Background: an optimization exercise with open tools, aiming at small area, a short achievable clock period and few clock cycles per item. Do not read the settings as production practice. The RTL was checked by simulation tests, not by an equivalence proof against the original design. No activity file was given, so power comes from the tool's default toggle rates.

==> design.v <==
module SNN(
	clk,
	rst_n,
	cg_en,
	in_valid,
	img,
	ker,
	weight,
	out_valid,
	out_data
);
input clk;
input rst_n;
input in_valid;
input cg_en;
input [7:0] img;
input [7:0] ker;
input [7:0] weight;
output reg out_valid;
output reg [9:0] out_data;
integer idx;
genvar gen_idx;
reg [8-1 : 0] imgshreg  [0 : 15-1];  
reg [8-1 : 0] kernelreg [0 : 9-1];   
reg [8-1 : 0] weightreg [0 : 4-1];   
reg [20-1 : 0] conv1_result;
reg [ 8-1 : 0] quant_conv1;
reg [8-1 : 0] maxpool_l;  
reg [8-1 : 0] maxpool_r;
reg [4-1 : 0] pool_cnt;
reg [8-1 : 0] pooled_arr [0 : 4-1];
reg [8-1 : 0] flatten_arr1 [0 : 4-1];  
reg [8-1 : 0] flatten_arr2 [0 : 4-1];  
reg [10-1 : 0] L1_sum;
reg [10-1 : 0] out_data_buffer; 
reg started;
reg [10-1 : 0] ex_mem [0 : 12-1]; 
reg [8-1 : 0] smult_a [0 : 9-1];
reg [8-1 : 0] smult_b [0 : 9-1];
wire [16-1 : 0] smult_out [0 : 9-1];
generate
	for(gen_idx = 0; gen_idx < 9; gen_idx = gen_idx+1)begin
		assign smult_out[gen_idx] = smult_a[gen_idx] * smult_b[gen_idx];
	end
endgenerate
wire [17-1 : 0] ssum2_out [0 : 4-1];
assign ssum2_out[0] = smult_out[0] + smult_out[1];
assign ssum2_out[1] = smult_out[2] + smult_out[3];
assign ssum2_out[2] = smult_out[4] + smult_out[5];
assign ssum2_out[3] = smult_out[6] + smult_out[7];
wire [20-1 : 0] sum9_out = ssum2_out[0] + ssum2_out[1] + ssum2_out[2] + ssum2_out[3] + smult_out[8];
reg [20-1 : 0] sdiv_dend;
reg [12-1 : 0] sdiv_dor;
wire[ 8-1 : 0] sdiv_result;
assign sdiv_result = sdiv_dend / sdiv_dor;
reg [8-1 : 0] scmp_a;
reg [8-1 : 0] scmp_b;
wire scmp_result;
assign scmp_result = scmp_a > scmp_b;
reg [8-1 : 0] smin_a;
reg [8-1 : 0] smin_b;
wire [8-1 : 0] smin_out;
assign smin_out = smin_a - smin_b;
localparam S_INIT = 'd0;
localparam S_PUREIN  = 'd1;
localparam S_SDOT  = 'd2;
localparam S_SQUZ  = 'd3;
localparam S_DQUANT  = 'd4;
localparam S_FLAT2 = 'd5;
localparam S_CALC = 'd6;
localparam S_OUTPUT = 'd7;
localparam S_TRAP = 'd8;
reg [3:0] cs, ns;
reg [6 : 0] cnt;
always @(posedge clk or negedge rst_n) begin
	if(!rst_n) cs <= S_INIT;
	else cs <= ns;
end
always @(*) begin
	case(cs)
		S_INIT: ns = (in_valid)? S_PUREIN: S_INIT;
		S_PUREIN :begin
			if(~in_valid) ns = S_TRAP;
			else ns = (cnt == 14)? S_SDOT : S_PUREIN;
		end 
		S_SDOT :begin
			if(~in_valid) ns = S_TRAP;
			ns = (cnt == 71)? S_SQUZ : S_SDOT;
		end 
		S_SQUZ : ns = (cnt == 73)? S_DQUANT : S_SQUZ;
		S_DQUANT: ns = (cnt == 75)? S_FLAT2 : S_DQUANT;
		S_FLAT2: ns = (cnt ==78)? S_CALC : S_FLAT2;
		S_CALC: ns = S_OUTPUT;
		S_OUTPUT: ns = S_INIT;
		S_TRAP: ns = S_TRAP;
		default: ns = S_INIT;
	endcase
end
always @(posedge clk or negedge rst_n) begin
	if(!rst_n)cnt <= 0;
	else begin
		case (cs)
			S_INIT: cnt <= 1;
			S_PUREIN, S_SDOT: cnt <= cnt + 1;
			S_SQUZ: cnt <= cnt + 1;
			S_DQUANT: cnt <= cnt + 1;
			S_FLAT2: cnt <= cnt + 1;
			S_CALC:  cnt <= 0;
		endcase
	end
end
wire ctrl_imgshreg = (cs == S_DQUANT || cs == S_FLAT2 || cs == S_CALC || cs == S_OUTPUT) ? 1'b1 : 1'b0;
wire G_sleep_imgshreg = (cg_en && started)? ctrl_imgshreg : 1'b0;
reg ctrl_kernelreg0;
wire G_sleep_kernelreg0 = (cg_en && started)? ctrl_kernelreg0 : 1'b0;
always @(*) begin
	case (cs)
		S_INIT: ctrl_kernelreg0 = 1'b0;
		S_PUREIN: ctrl_kernelreg0 = (cnt <= 8)? 1'b0 : 1'b1;
		default: ctrl_kernelreg0 = 1'b1;
	endcase
end
reg ctrl_weightreg0;
wire G_sleep_weightreg0 = (cg_en && started)? ctrl_weightreg0 : 1'b0;
always @(*) begin
	case (cs)
		S_INIT: ctrl_weightreg0 = 1'b0;
		S_PUREIN: ctrl_weightreg0 = (cnt <= 3)? 1'b0 : 1'b1;
		default: ctrl_weightreg0 = 1'b1;
	endcase
end
reg ctrl_weightreg1;
wire G_sleep_weightreg1 = (cg_en && started)? ctrl_weightreg1 : 1'b0;
always @(*) begin
	case (cs)
			S_INIT: ctrl_weightreg1 = (in_valid)? 1'b0 : 1'b1;
			S_PUREIN: ctrl_weightreg1 = (cnt <= 3)? 1'b0 : 1'b1;
		default: ctrl_weightreg1 = 1'b1;
	endcase
end
wire ctrl_start = started;
wire G_sleep_start = (cg_en && started)? ctrl_start : 1'b0;
reg ctrl_flatarr1;
wire G_sleep_flatarr1 = (cg_en && started)? ctrl_flatarr1 : 1'b0;
always @(*) begin
	case (cs)
			S_SDOT: ctrl_flatarr1 = (cnt >= 40)? 1'b0 : 1'b1;
			S_DQUANT, S_FLAT2, S_CALC: ctrl_flatarr1 = 1'b0;
		default: ctrl_flatarr1 = 1'b1;
	endcase
end
reg ctrl_flatarr2;
wire G_sleep_flatarr2 = (cg_en && started)? ctrl_flatarr2 : 1'b0;
always @(*) begin
	case (cs)
			S_SDOT: ctrl_flatarr2 = (cnt >= 67)? 1'b0 : 1'b1;
			S_DQUANT, S_FLAT2, S_CALC: ctrl_flatarr2 = 1'b0;
		default: ctrl_flatarr2 = 1'b1;
	endcase
end
reg ctrl_odb;
wire G_sleep_odb = (cg_en && started)? ctrl_odb : 1'b0;
always @(*) begin
	case (cs)
			S_SDOT: ctrl_odb = (cnt == 78)? 1'b0 : 1'b1;
			S_CALC: ctrl_odb = 1'b0;
		default: ctrl_odb = 1'b1;
	endcase
end
reg ctrl_l1sum;
wire G_sleep_l1sum = (cg_en && started)? ctrl_l1sum : 1'b0;
always @(*) begin
	case (cs)
			S_DQUANT: ctrl_l1sum = (cnt >= 74)? 1'b0 : 1'b1;
			S_FLAT2, S_CALC: ctrl_l1sum = 1'b0;
		default: ctrl_l1sum = 1'b1;
	endcase
end
reg ctrl_mxpool;
wire G_sleep_mxpool = (cg_en && started)? ctrl_mxpool : 1'b0;
always @(*) begin
	case (cs)
		S_SDOT, S_SQUZ, S_DQUANT: ctrl_mxpool = 1'b0;
		default: ctrl_mxpool = 1'b1;
	endcase
end
always @(posedge clk or negedge rst_n) begin
	if(!rst_n) started <= 0;
	else if(!G_sleep_start) begin
		if(in_valid) started <= 1;	
	end
end
always @(posedge clk or negedge rst_n) begin
	if(!rst_n) imgshreg[14] <= 0;
	else if(!G_sleep_imgshreg) begin
		case(cs)
			S_INIT, S_PUREIN, S_SDOT: imgshreg[14] <= img;
			S_DQUANT, S_FLAT2, S_CALC, S_OUTPUT: imgshreg[14] <= ~imgshreg[14];
		endcase
	end
end
always @(posedge clk or negedge rst_n) begin
	if(!rst_n)begin
		for(idx = 0; idx <= 13; idx = idx+1)begin
			imgshreg[idx] <=0;
		end
	end else if(!G_sleep_imgshreg) begin
		case (cs)
			S_PUREIN, S_SDOT, S_SQUZ:begin
				for(idx = 0; idx <= 13; idx = idx+1)begin
					imgshreg[idx] <= imgshreg[idx+1];
				end
			end
			S_DQUANT, S_FLAT2, S_CALC, S_OUTPUT:begin
				for(idx = 0; idx <= 13; idx = idx+1)begin
					imgshreg[idx] <= ~imgshreg[idx+1];
				end
			end
		endcase
	end
end
always @(posedge clk or negedge rst_n) begin
	if(!rst_n) kernelreg[8] <= 0;
	else if(!G_sleep_kernelreg0) begin
		if((cs == S_INIT) || (cs == S_PUREIN && cnt < 9))begin
			kernelreg[8] <= ker;
		end
	end
end
always @(posedge clk or negedge rst_n) begin
	if(!rst_n)begin
		for(idx = 0; idx <= 7; idx = idx+1)begin
			kernelreg[idx] <= 0;			
		end
	end else if(!G_sleep_kernelreg0) begin
		if(cs == S_PUREIN && cnt < 9)begin
			for(idx = 0; idx <= 7; idx = idx+1)begin
				kernelreg[idx] <= kernelreg[idx + 1];			
			end
		end
	end
end
always @(posedge clk or negedge rst_n) begin
	if(!rst_n) weightreg[3] <= 0;
	else if(!G_sleep_weightreg0) begin
		if((cs == S_INIT) || (cs == S_PUREIN && cnt < 4))begin
			weightreg[3] <= weight;
		end
	end
end
always @(posedge clk or negedge rst_n) begin
	if(!rst_n)begin
		for(idx = 0; idx <= 2; idx = idx+1)begin
			weightreg[idx] <= 0;			
		end
	end else if(!G_sleep_weightreg1) begin
		if(cs == S_PUREIN && cnt < 4)begin
			for(idx = 0; idx <= 2; idx = idx+1)begin
				weightreg[idx] <= weightreg[idx + 1];			
			end
		end
	end
end
always @(*) begin
	case (cs)
		S_SDOT:begin
			case (cnt)
				7'd40:begin
					smult_a[0] = pooled_arr[0];
					smult_a[1] = pooled_arr[1];
					smult_b[0] = weightreg[0];
					smult_b[1] = weightreg[2];
					for(idx = 2; idx < 9; idx = idx+1)begin
						smult_a[idx] = 0;
						smult_b[idx] = 0;
					end
				end
				7'd41:begin
					smult_a[0] = pooled_arr[0];
					smult_a[1] = pooled_arr[1];
					smult_b[0] = weightreg[1];
					smult_b[1] = weightreg[3];
					for(idx = 2; idx < 9; idx = idx+1)begin
						smult_a[idx] = 0;
						smult_b[idx] = 0;
					end
				end
				7'd42:begin
					smult_a[0] = pooled_arr[2];
					smult_a[1] = pooled_arr[3];
					smult_b[0] = weightreg[0];
					smult_b[1] = weightreg[2];
					for(idx = 2; idx < 9; idx = idx+1)begin
						smult_a[idx] = 0;
						smult_b[idx] = 0;
					end
				end
				7'd43:begin
					smult_a[0] = pooled_arr[2];
					smult_a[1] = pooled_arr[3];
					smult_b[0] = weightreg[1];
					smult_b[1] = weightreg[3];
					for(idx = 2; idx < 9; idx = idx+1)begin
						smult_a[idx] = 0;
						smult_b[idx] = 0;
					end
				end
				7'd67:begin
					smult_a[0] = pooled_arr[2];
					smult_a[1] = pooled_arr[3];
					smult_b[0] = weightreg[0];
					smult_b[1] = weightreg[2];
					for(idx = 2; idx < 9; idx = idx+1)begin
						smult_a[idx] = 0;
						smult_b[idx] = 0;
					end
				end
				default:begin
					smult_a[0] = imgshreg[ 0];
					smult_a[1] = imgshreg[ 1];
					smult_a[2] = imgshreg[ 2];
					smult_a[3] = imgshreg[ 6];
					smult_a[4] = imgshreg[ 7];
					smult_a[5] = imgshreg[ 8];
					smult_a[6] = imgshreg[12];
					smult_a[7] = imgshreg[13];
					smult_a[8] = imgshreg[14];
					for(idx = 0; idx < 9; idx = idx+1)begin			
						smult_b[idx] = kernelreg[idx];
					end
				end 
			endcase
		end
		S_SQUZ:begin
			smult_a[0] = imgshreg[ 0];
			smult_a[1] = imgshreg[ 1];
			smult_a[2] = imgshreg[ 2];
			smult_a[3] = imgshreg[ 6];
			smult_a[4] = imgshreg[ 7];
			smult_a[5] = imgshreg[ 8];
			smult_a[6] = imgshreg[12];
			smult_a[7] = imgshreg[13];
			smult_a[8] = imgshreg[14];
			for(idx = 0; idx < 9; idx = idx+1)begin			
				smult_b[idx] = kernelreg[idx];
			end
		end
		S_DQUANT:begin
				smult_a[0] = pooled_arr[1];
				smult_a[1] = pooled_arr[2];
				smult_b[0] = weightreg[1];
				smult_b[1] = weightreg[3];
				for(idx = 2; idx < 9; idx = idx+1)begin
					smult_a[idx] = 0;
					smult_b[idx] = 0;
				end
		end
		S_FLAT2:begin
			case(cnt)
				7'd76:begin
					smult_a[0] = pooled_arr[2];
					smult_a[1] = pooled_arr[3];
					smult_b[0] = weightreg[0];
					smult_b[1] = weightreg[2];
					for(idx = 2; idx < 9; idx = idx+1)begin
						smult_a[idx] = 0;
						smult_b[idx] = 0;
					end
				end
				7'd77:begin
					smult_a[0] = pooled_arr[2];
					smult_a[1] = pooled_arr[3];
					smult_b[0] = weightreg[1];
					smult_b[1] = weightreg[3];
					for(idx = 2; idx < 9; idx = idx+1)begin
						smult_a[idx] = 0;
						smult_b[idx] = 0;
					end
				end
				default:begin
					for(idx = 0; idx < 9; idx = idx+1)begin
						smult_a[idx] = 0;
						smult_b[idx] = 0;
					end
				end
			endcase
		end
		default:begin
			for(idx = 0; idx < 9; idx = idx+1)begin
				smult_a[idx] = 0;
				smult_b[idx] = 0;
			end
		end
	endcase
end
always @(*) begin
	case (cs)
		S_SDOT,S_SQUZ:begin
			sdiv_dend = conv1_result;
			sdiv_dor = (cnt == 41 || cnt == 42 || cnt == 43 || cnt ==44 || cnt == 68)? 510 : 2295;
		end
		S_SQUZ:begin
			sdiv_dend = conv1_result;
			sdiv_dor = 2295;
		end
		S_DQUANT:begin
			sdiv_dend = conv1_result;
			sdiv_dor = 510;
		end
		S_FLAT2:begin
			sdiv_dend = conv1_result;
			sdiv_dor = 510;
		end
		default:begin
			sdiv_dend = 0;
			sdiv_dor = 1;
		end
	endcase
end
always @(posedge clk or negedge rst_n) begin
	if(!rst_n)begin
		conv1_result <= 0;
	end else begin
		case (cs)
			S_SDOT:begin
				case (cnt)
					7'd40, 7'd41, 7'd42, 7'd43, 7'd67: conv1_result <= ssum2_out[0];
					default: conv1_result <= sum9_out;
				endcase
			end 
			S_SQUZ: conv1_result <= sum9_out;
			S_DQUANT: conv1_result <= ssum2_out[0];
			S_FLAT2: conv1_result <= ssum2_out[0];
		endcase
	end
end
always @(posedge clk or negedge rst_n)begin
	if(!rst_n) quant_conv1 <= 0;
	else if(cs == S_SDOT || cs == S_SQUZ || cs == S_DQUANT)begin
		quant_conv1 <= sdiv_result;
	end
end
always @(posedge clk or negedge rst_n) begin
	if(!rst_n) pool_cnt <= 0;
	else begin
		case (cs)
			S_INIT: pool_cnt <= 14; 
			S_SDOT:begin
				if(cnt >= 40 && cnt <= 51) pool_cnt <= 4'hc;
				else if(cnt == 52) pool_cnt <= 0;
				else pool_cnt <= (pool_cnt == 11)? 0 : pool_cnt + 1;
			end
			S_SQUZ, S_DQUANT: pool_cnt <= (pool_cnt == 11)? 0 : pool_cnt + 1;
		endcase
	end
end
always @(posedge clk or negedge rst_n) begin
	if(!rst_n)begin
		maxpool_l <= 0;
		maxpool_r <= 0;
	end else if(!G_sleep_mxpool) if(cs == S_SDOT || cs == S_SQUZ || cs == S_DQUANT)begin
		case (pool_cnt)
			4'h0: maxpool_l <= quant_conv1; 
			4'h1, 4'h6, 4'h7: maxpool_l <= (scmp_result)? quant_conv1 : maxpool_l;
			4'h2: maxpool_r <= quant_conv1;
			4'h3, 4'h8, 4'h9: maxpool_r <= (scmp_result)? quant_conv1 : maxpool_r;
		endcase
	end else begin
		maxpool_l <= ~maxpool_l;
		maxpool_r <= ~maxpool_r;
	end
end
always @(*) begin
	if(cs == S_SDOT || cs == S_SQUZ || cs == S_DQUANT)begin
		case (pool_cnt)
			4'h1, 4'h6, 4'h7:begin
				scmp_a = quant_conv1;
				scmp_b = maxpool_l;
			end
			4'h3, 4'h8, 4'h9:begin
				scmp_a = quant_conv1;
				scmp_b = maxpool_r;
			end
			default:begin
				scmp_a = quant_conv1;
				scmp_b = maxpool_l;
			end
		endcase
	end else begin
		scmp_a = quant_conv1;
		scmp_b = maxpool_l;
	end
end
always @(posedge clk or negedge rst_n) begin
	if(!rst_n)begin
		pooled_arr[3] <= 0;
		pooled_arr[2] <= 0;
		pooled_arr[1] <= 0;
		pooled_arr[0] <= 0;
	end else begin
		if(cs == S_SDOT || cs == S_SQUZ || cs == S_DQUANT)begin
			if(pool_cnt == 8)begin
				pooled_arr[3] <= maxpool_l;
				pooled_arr[2] <= pooled_arr[3];
				pooled_arr[1] <= pooled_arr[2];
				pooled_arr[0] <= pooled_arr[1];
			end else if(pool_cnt == 10)begin
				pooled_arr[3] <= maxpool_r;
				pooled_arr[2] <= pooled_arr[3];
				pooled_arr[1] <= pooled_arr[2];
				pooled_arr[0] <= pooled_arr[1];
			end 
		end
	end
end
always @(posedge clk or negedge rst_n) begin
	if(!rst_n)begin
		flatten_arr1[3] <= 0;
		flatten_arr1[2] <= 0;
		flatten_arr1[1] <= 0;
		flatten_arr1[0] <= 0;
	end else if(!G_sleep_flatarr1) begin
		case(cs)
			S_INIT, S_PUREIN, S_OUTPUT :begin
				flatten_arr1[3] <= cnt;
				flatten_arr1[2] <= ~flatten_arr1[3];
				flatten_arr1[1] <= ~flatten_arr1[2];
				flatten_arr1[0] <= ~flatten_arr1[1];
			end
			S_SDOT:begin
				if(cnt < 7'd41)begin
					flatten_arr1[3] <= cnt;
					flatten_arr1[2] <= ~flatten_arr1[3];
					flatten_arr1[1] <= ~flatten_arr1[2];
					flatten_arr1[0] <= ~flatten_arr1[1];
				end else if(cnt == 7'd41 || cnt == 7'd42 || cnt == 7'd43 || cnt ==7'd44)begin
					flatten_arr1[3] <= sdiv_result;
					flatten_arr1[2] <= flatten_arr1[3];
					flatten_arr1[1] <= flatten_arr1[2];
					flatten_arr1[0] <= flatten_arr1[1];
				end
			end
		endcase
	end 		
end
always @(posedge clk or negedge rst_n) begin
	if(!rst_n)begin
		flatten_arr2[3] <= 0;
		flatten_arr2[2] <= 0;
		flatten_arr2[1] <= 0;
		flatten_arr2[0] <= 0;
	end else if(!G_sleep_flatarr2) begin
		case(cs)
			S_INIT, S_PUREIN, S_OUTPUT:begin
				flatten_arr2[3] <= cnt;
				flatten_arr2[2] <= ~flatten_arr2[3];
				flatten_arr2[1] <= ~flatten_arr2[2];
				flatten_arr2[0] <= ~flatten_arr2[1];
			end
			S_SDOT:begin
				if(cnt < 7'd68)begin
					flatten_arr2[3] <= cnt;
					flatten_arr2[2] <= ~flatten_arr2[3];
					flatten_arr2[1] <= ~flatten_arr2[2];
					flatten_arr2[0] <= ~flatten_arr2[1];
				end else if(cnt == 7'd68)begin
					flatten_arr2[3] <= sdiv_result;
				end
			end
			S_DQUANT:begin
				if(cnt == 7'd75)begin
					flatten_arr2[3] <= sdiv_result;
					flatten_arr2[2] <= flatten_arr2[3];
				end
			end
			S_FLAT2:begin
				if(cnt == 7'd77 || cnt == 7'd78)begin
					flatten_arr2[3] <= sdiv_result;
					flatten_arr2[2] <= flatten_arr2[3];
					flatten_arr2[1] <= flatten_arr2[2];
					flatten_arr2[0] <= flatten_arr2[1];
				end
			end
		endcase
	end
end
always @(*) begin
	case (cs)
		S_DQUANT:begin
			if(cnt == 75)begin
				smin_a = (flatten_arr1[0] > flatten_arr2[3])? flatten_arr1[0] : flatten_arr2[3];
				smin_b = (flatten_arr1[0] > flatten_arr2[3])? flatten_arr2[3] : flatten_arr1[0];
			end else begin
				smin_a = 0;
				smin_b = 0;
			end
		end
		S_FLAT2:begin
			case (cnt)
				7'd77:begin
					smin_a = (flatten_arr1[1] > flatten_arr2[3])? flatten_arr1[1] : flatten_arr2[3];
					smin_b = (flatten_arr1[1] > flatten_arr2[3])? flatten_arr2[3] : flatten_arr1[1];
				end
				7'd78:begin
					smin_a = (flatten_arr1[2] > flatten_arr2[3])? flatten_arr1[2] : flatten_arr2[3];
					smin_b = (flatten_arr1[2] > flatten_arr2[3])? flatten_arr2[3] : flatten_arr1[2];
				end
				default:begin
					smin_a = 0;
					smin_b = 0;
				end 
			endcase
		end
		S_CALC:begin
			smin_a = (flatten_arr1[3] > flatten_arr2[3])? flatten_arr1[3] : flatten_arr2[3];
			smin_b = (flatten_arr1[3] > flatten_arr2[3])? flatten_arr2[3] : flatten_arr1[3];
		end
		default:begin
			smin_a = 0;
			smin_b = 0;
		end
	endcase
end
always @(posedge clk or negedge rst_n) begin
	if(!rst_n) L1_sum <= 0;
	else if(!G_sleep_l1sum) begin
		case (cs)
			S_INIT, S_PUREIN, S_SDOT, S_SQUZ: L1_sum <= ~L1_sum;
			S_DQUANT: if(cnt == 75) L1_sum <= smin_out;
			S_FLAT2:  if(cnt == 7'd77 || cnt == 7'd78) L1_sum <= L1_sum + smin_out;
		endcase
	end
end
always @(posedge clk or negedge rst_n) begin
	if(!rst_n)begin
		for(idx = 0; idx < 12; idx = idx+1)begin
			ex_mem[idx] <= 0;
		end
	end else if(!G_sleep_start) if(cs == S_INIT && in_valid)begin
		ex_mem[ 0] <= {ker[4:0], weight[4:0]};
		ex_mem[ 1] <= ex_mem[ 0];
		ex_mem[ 2] <= ex_mem[ 1];
		ex_mem[ 3] <= ex_mem[ 2];
		ex_mem[ 4] <= ex_mem[ 3];
		ex_mem[ 5] <= ex_mem[ 4];
		ex_mem[ 6] <= ex_mem[ 5];
		ex_mem[ 7] <= ex_mem[ 6];
		ex_mem[ 8] <= ex_mem[ 7];
		ex_mem[ 9] <= ex_mem[ 8];
		ex_mem[10] <= ex_mem[ 9];
		ex_mem[11] <= ex_mem[10];
	end else begin
		ex_mem[ 0] <= ex_mem[11];
		ex_mem[ 1] <= ex_mem[ 0];
		ex_mem[ 2] <= ex_mem[ 1];
		ex_mem[ 3] <= ex_mem[ 2];
		ex_mem[ 4] <= ex_mem[ 3];
		ex_mem[ 5] <= ex_mem[ 4];
		ex_mem[ 6] <= ex_mem[ 5];
		ex_mem[ 7] <= ex_mem[ 6];
		ex_mem[ 8] <= ex_mem[ 7];
		ex_mem[ 9] <= ex_mem[ 8];
		ex_mem[10] <= ex_mem[ 9];
		ex_mem[11] <= ex_mem[10];
	end
end
always @(posedge clk or negedge rst_n) begin
	if(!rst_n)begin
		out_data_buffer <= 0;
	end else if(!G_sleep_odb) begin
		if(cs == S_CALC)begin
			out_data_buffer <= ((L1_sum + smin_out) >= 16)? L1_sum + smin_out : 0;
		end else if(cs == S_SQUZ)begin
			out_data_buffer <= {ex_mem[1][4:0], ex_mem[5][9:5]};
		end else if(cs == S_DQUANT)begin
			out_data_buffer <= {ex_mem[3][4:0], ex_mem[10][9:5]};
		end else begin
			out_data_buffer <= ~out_data_buffer;
		end
	end
end
always @(posedge clk or negedge rst_n) begin
	if(!rst_n)begin
		out_valid <= 0;
	end else begin
		if(cs == S_CALC)begin
			out_valid <= 1;
		end else begin
			out_valid <= 0;
		end
	end
end
always @(*) begin
	out_data = (out_valid)? out_data_buffer : 0;
end
endmodule
==> run.sh <==
#!/bin/bash
# synth_recipe.tcl (not shown) runs the flow's synth.tcl, then flattens the netlist and writes it again
# the make line also repeats each setting of config.mk as NAME=value (left out here)
make -C /OpenROAD-flow-scripts/flow DESIGN_CONFIG=/design/flow/config.mk WORK_HOME=/design/flow/orfs CLKGATE_MAP_FILE= SYNTH_SCRIPT=/design/flow/synth_recipe.tcl finish
==> config.mk <==
export PLATFORM = sky130hd
export DESIGN_NAME = SNN
export DESIGN_NICKNAME = SNN
export VERILOG_FILES = /design/flow/design.v
export SDC_FILE = /design/flow/constraint.sdc
export NUM_CORES = 4
export LEC_CHECK = 0
export CAP_MARGIN = 20
export CORE_MARGIN = 2
export CORE_UTILIZATION = 40
export SLEW_MARGIN = 20
==> constraint.sdc <==
create_clock -name core_clock -period 41.5 [get_ports {clk}]
set_input_delay 8.3000 -clock core_clock [delete_from_list [all_inputs] [get_ports {clk}]]
set_output_delay 8.3000 -clock core_clock [all_outputs]
set_load 0.01 [all_outputs]
==> metrics.md <==
| Metric | Value |
|---|---|
| Outcome | complete, no violations |
| Largest net degree at the start of global routing | 239 |
| Fin. max-slew vios | 0 |
| Final setup margin | 1180 ps |
| Grt met3 use | 3.13% |
| Syn Nets | 7142 |
| Commonest cells after routing, fill and taps aside | inv_1 (723), nand2_1 (682), fa_1 (530) |
| DRC violations left | 0 |
| Pre-Repair DR Iteration Count | 7 |
| Clock sink total | 497 |
| Vias in the first global route | 43400 |
| Slowest cell on the critical path | or4_1 |
| Fin nets | 7138 |
| Area Growth Syn to Fin | 11.8% |
| Slew @ Worst Pin | 1100 ps |
| Most frequently used flop master after synthesis | dfrtp_1 |
| Post-Layout Inst Area | 0.0608 mm² |
| Final min period | 40320 ps |
| Final wirelength | 155000 µm |
| I/O Buffers | 38 |
| DR WL/cell | 19.5 µm |
| Initial drt markers | 3263 |
| Hold Path Depth | 2 |
| CP Class | flip-flop to flip-flop |
| Cell count after synthesis | 6100 |
| Mapped Area | 0.0544 mm² |
| # IOs | 39 |
| Clock Skews | 60.7 ps |
| Arr. time, crit path | 40870 ps |
| First-pass GRT wire length | 248000 µm |
| PwrDens | 18.3 mW/mm² |
| Sum Neg Setup Slack | 0 ps |
| YS warnings | 10 |
| GRT Total Usage | 22.3% |
| Placed cells | 7732 |
| Max cap viols | 0 |
| Global Route met2 Usage | 36.0% |
| Final setup viols | 0 |
| CP Launch Type | flip-flop |
| Clock Latency Late Sink | 710 ps |
| Via-to-Cell Ratio | 5.50 |
| Die Wd | 373 µm |
| Routed Antenna Nets | 0 |
| CTS clk-pin slew, worst paths | 70 ps |
| Tcrit/Tclk final | 97.2% |
| Overall via count from detail_route | 43600 |
| DIE AREA | 0.139 mm² |
| CTS hold repair buffers | 0 |
| Post-layout util | 45.0% |
| Met1 GRT Util | 31.2% |
| Die Height | 373 µm |
| Synth cell types | 110 |
| CTS tree | built |
| Antenna diodes | 0 |
| Hpwl dp | 116000 µm |
| Layout cells sized above 1 | 12.0% |
| CP Data Required Time | 42040 ps |
| Worst Path Max Fanout | 8 |
| Inserted Clock Buffers | 60 |
| Leakage | 0.0317 µW |
| Post-synth EDFFs | 0 |
| Row count | 135 |
| Avg Cell Area, Syn | 8.91 µm² |
| Register-to-Register Path Depth | 218 |
| Max Clk Rate | 24.8 MHz |
| Seq cells post-synth | 497 |
| Worst VDD drop | 0.0334 mV |
| Core Footprint | 0.135 mm² |
| Initial antenna violation count | 0 |
| Initial Util | 40.2% |
| Most common cell after layout, fill and taps aside | inv_1 |
| Worst Setup End Kind | flip-flop |
| Final RePlAce weighted congestion | 0.900 |
| Register area share after synthesis | 22.9% |
| Root Buffer | clkbuf_16 |
| Final Hold Vio Count | 0 |
| Relative slew slack | 26.9% |
| Global route overflow | 0 |
| Post-route insts no fill | 7929 |
| Most crowded layer after global routing | met2 |
| Most Frequent Cell on Critical Path | o21a_1 |
| RSZ-0062 raised after global routing | true |
| DP Area | 0.0572 mm² |
| CTS H-tree depth | 2 |
| Dpl ws | -775 ps |
| Ys async rst share | 100% |
| Clk buf depth | 3 |
| Crit path largest cell delay | 510 ps |
| Worst hold path class | flip-flop to flip-flop |
cell families after synthesis:
group	synth area share, %
AO/OA/AOI/OAI	13.1
XOR/XNOR	4.05
adder cells (fa/ha/maj)	30.7
buffers and inverters	7.50
flip-flops	22.9
multiplexers	5.18
AND/OR/NAND/NOR	16.7
worst paths after layout:
path                                      startpoint                        endpoint  slack [ps]
max reg2reg                       cnt[0]$_DFFE_PN0P_  flatten_arr1[3][0]$_DFFE_PN0P_        1180
min in group asynchronous                      rst_n  flatten_arr1[0][1]$_DFFE_PN0P_        7580
min reg2reg                ex_mem[11][6]$_DFFE_PN0N_       ex_mem[11][6]$_DFFE_PN0N_         460
min                        ex_mem[11][6]$_DFFE_PN0N_       ex_mem[11][6]$_DFFE_PN0N_         460
max                               cnt[0]$_DFFE_PN0P_  flatten_arr1[3][0]$_DFFE_PN0P_        1180
max in group asynchronous                      rst_n     imgshreg[13][7]$_DFFE_PN0P_       30590
final cells by class:
cell class                      count  area [µm²]
Clock buffer                       72        1630
Fill cell                       13200       74300
Tap cell                         1781        2230
Multi-Input combinational cell   4527       38900
Inverter                          726        2730
Sequential cell                   497       12400
Timing Repair Buffer              284        2330
Clock inverter                     42         601
cells in the mapped netlist, drive strengths merged, types with 30 or more instances:
library cell	count	area, µm²
nand3	251	1270
and3	270	1690
clkbuf	262	985
o22ai	36	231
and2	68	425
o21ai	246	1250
nor2	355	1340
nor3	115	581
mux2i	106	1060
o21a	95	713
a22oi	30	239
ha	484	6060
xor2	57	499
dfrtp	497	12400
mux2	155	1750
nand4	32	200
buf	88	368
inv	726	2730
a21o	56	420
fa	530	10600
nand2	691	2600
o31ai	39	335
xnor2	193	1710
nand2b	30	188
a21oi	311	1560
per-layer routing:
layer,vias to the layer above,part of all wire [%],wire length (µm)
met5,-,0,0
met4,0,2.9,4530
met3,210,5.5,8490
met2,1106,46,71200
met1,21700,46,70600
li1,20500,-,-
power breakdown:
| part | internal, µW | switching (µW) | leakage [µW] |
|---|---|---|---|
| registers | 487 | 1.93 | 0.00686 |
| logic | 6.82 | 21.2 | 0.0238 |
| clock network | 352 | 241 | 0.00108 |
| total | 845 | 265 | 0.0317 |
registers in the layout, indices dropped and copies added (netlist names), 20 cells and up:
register      cells
conv1_result     20
imgshreg        120
flatten_arr1     32
kernelreg        72
ex_mem          120
weightreg        32
pooled_arr       32
stage by stage:
step,hold slack [ps],total power [µW]
floorplan,438,508
global placement,448,526
detailed placement,455,527
CTS,469,1120
global route,484,1150
finish,465,1110
critical path: cells and delay by family, from the launching register on:
| kind | cells | cell delay (ps) |
|---|---|---|
| buf+inv | 10 | 1320 |
| fa+ha+maj | 21 | 5710 |
| compound gates | 128 | 23290 |
| simple gates | 55 | 8320 |
| flops | 1 | 430 |
| mux | 4 | 1070 |
timing repair:
item	in CTS	in global routing
setup endpoints to repair	3	6
resized for setup	25	145
setup buffers	16	66
cloned	0	2
pin swaps	17	104
Testbench counts, summed over its fixed seeds: cycles 194,392, items 2,400.

==> what the ideal ports hide <==
How much do the figures lean on ideal ports? The routed layout below was timed once more, with nothing changed but the port constraints. Step 1: set_driving_cell puts a clkbuf_16 on clk and a buf_2 on each other input, an assumption about the parent block. Step 2 times the ports against the registers' clock, not the clock port: input delays grow and output delays shrink by t, the midpoint of the rising clock arrivals with the driver on. Slacks: no drivers / after step 1 / after step 2; pairs: no drivers / after step 1.
shift t [ns]: 0.749
slack for setup (ns): 1.175 / 1.175 / 1.175
worst setup path at the end: register to register
worst slew at a driven data input, ns: 0.06
After both steps this run still meets setup and hold. For this run, drivers alone change the setup slack by 0.000 ns; drivers and shift together by 0.000 ns.
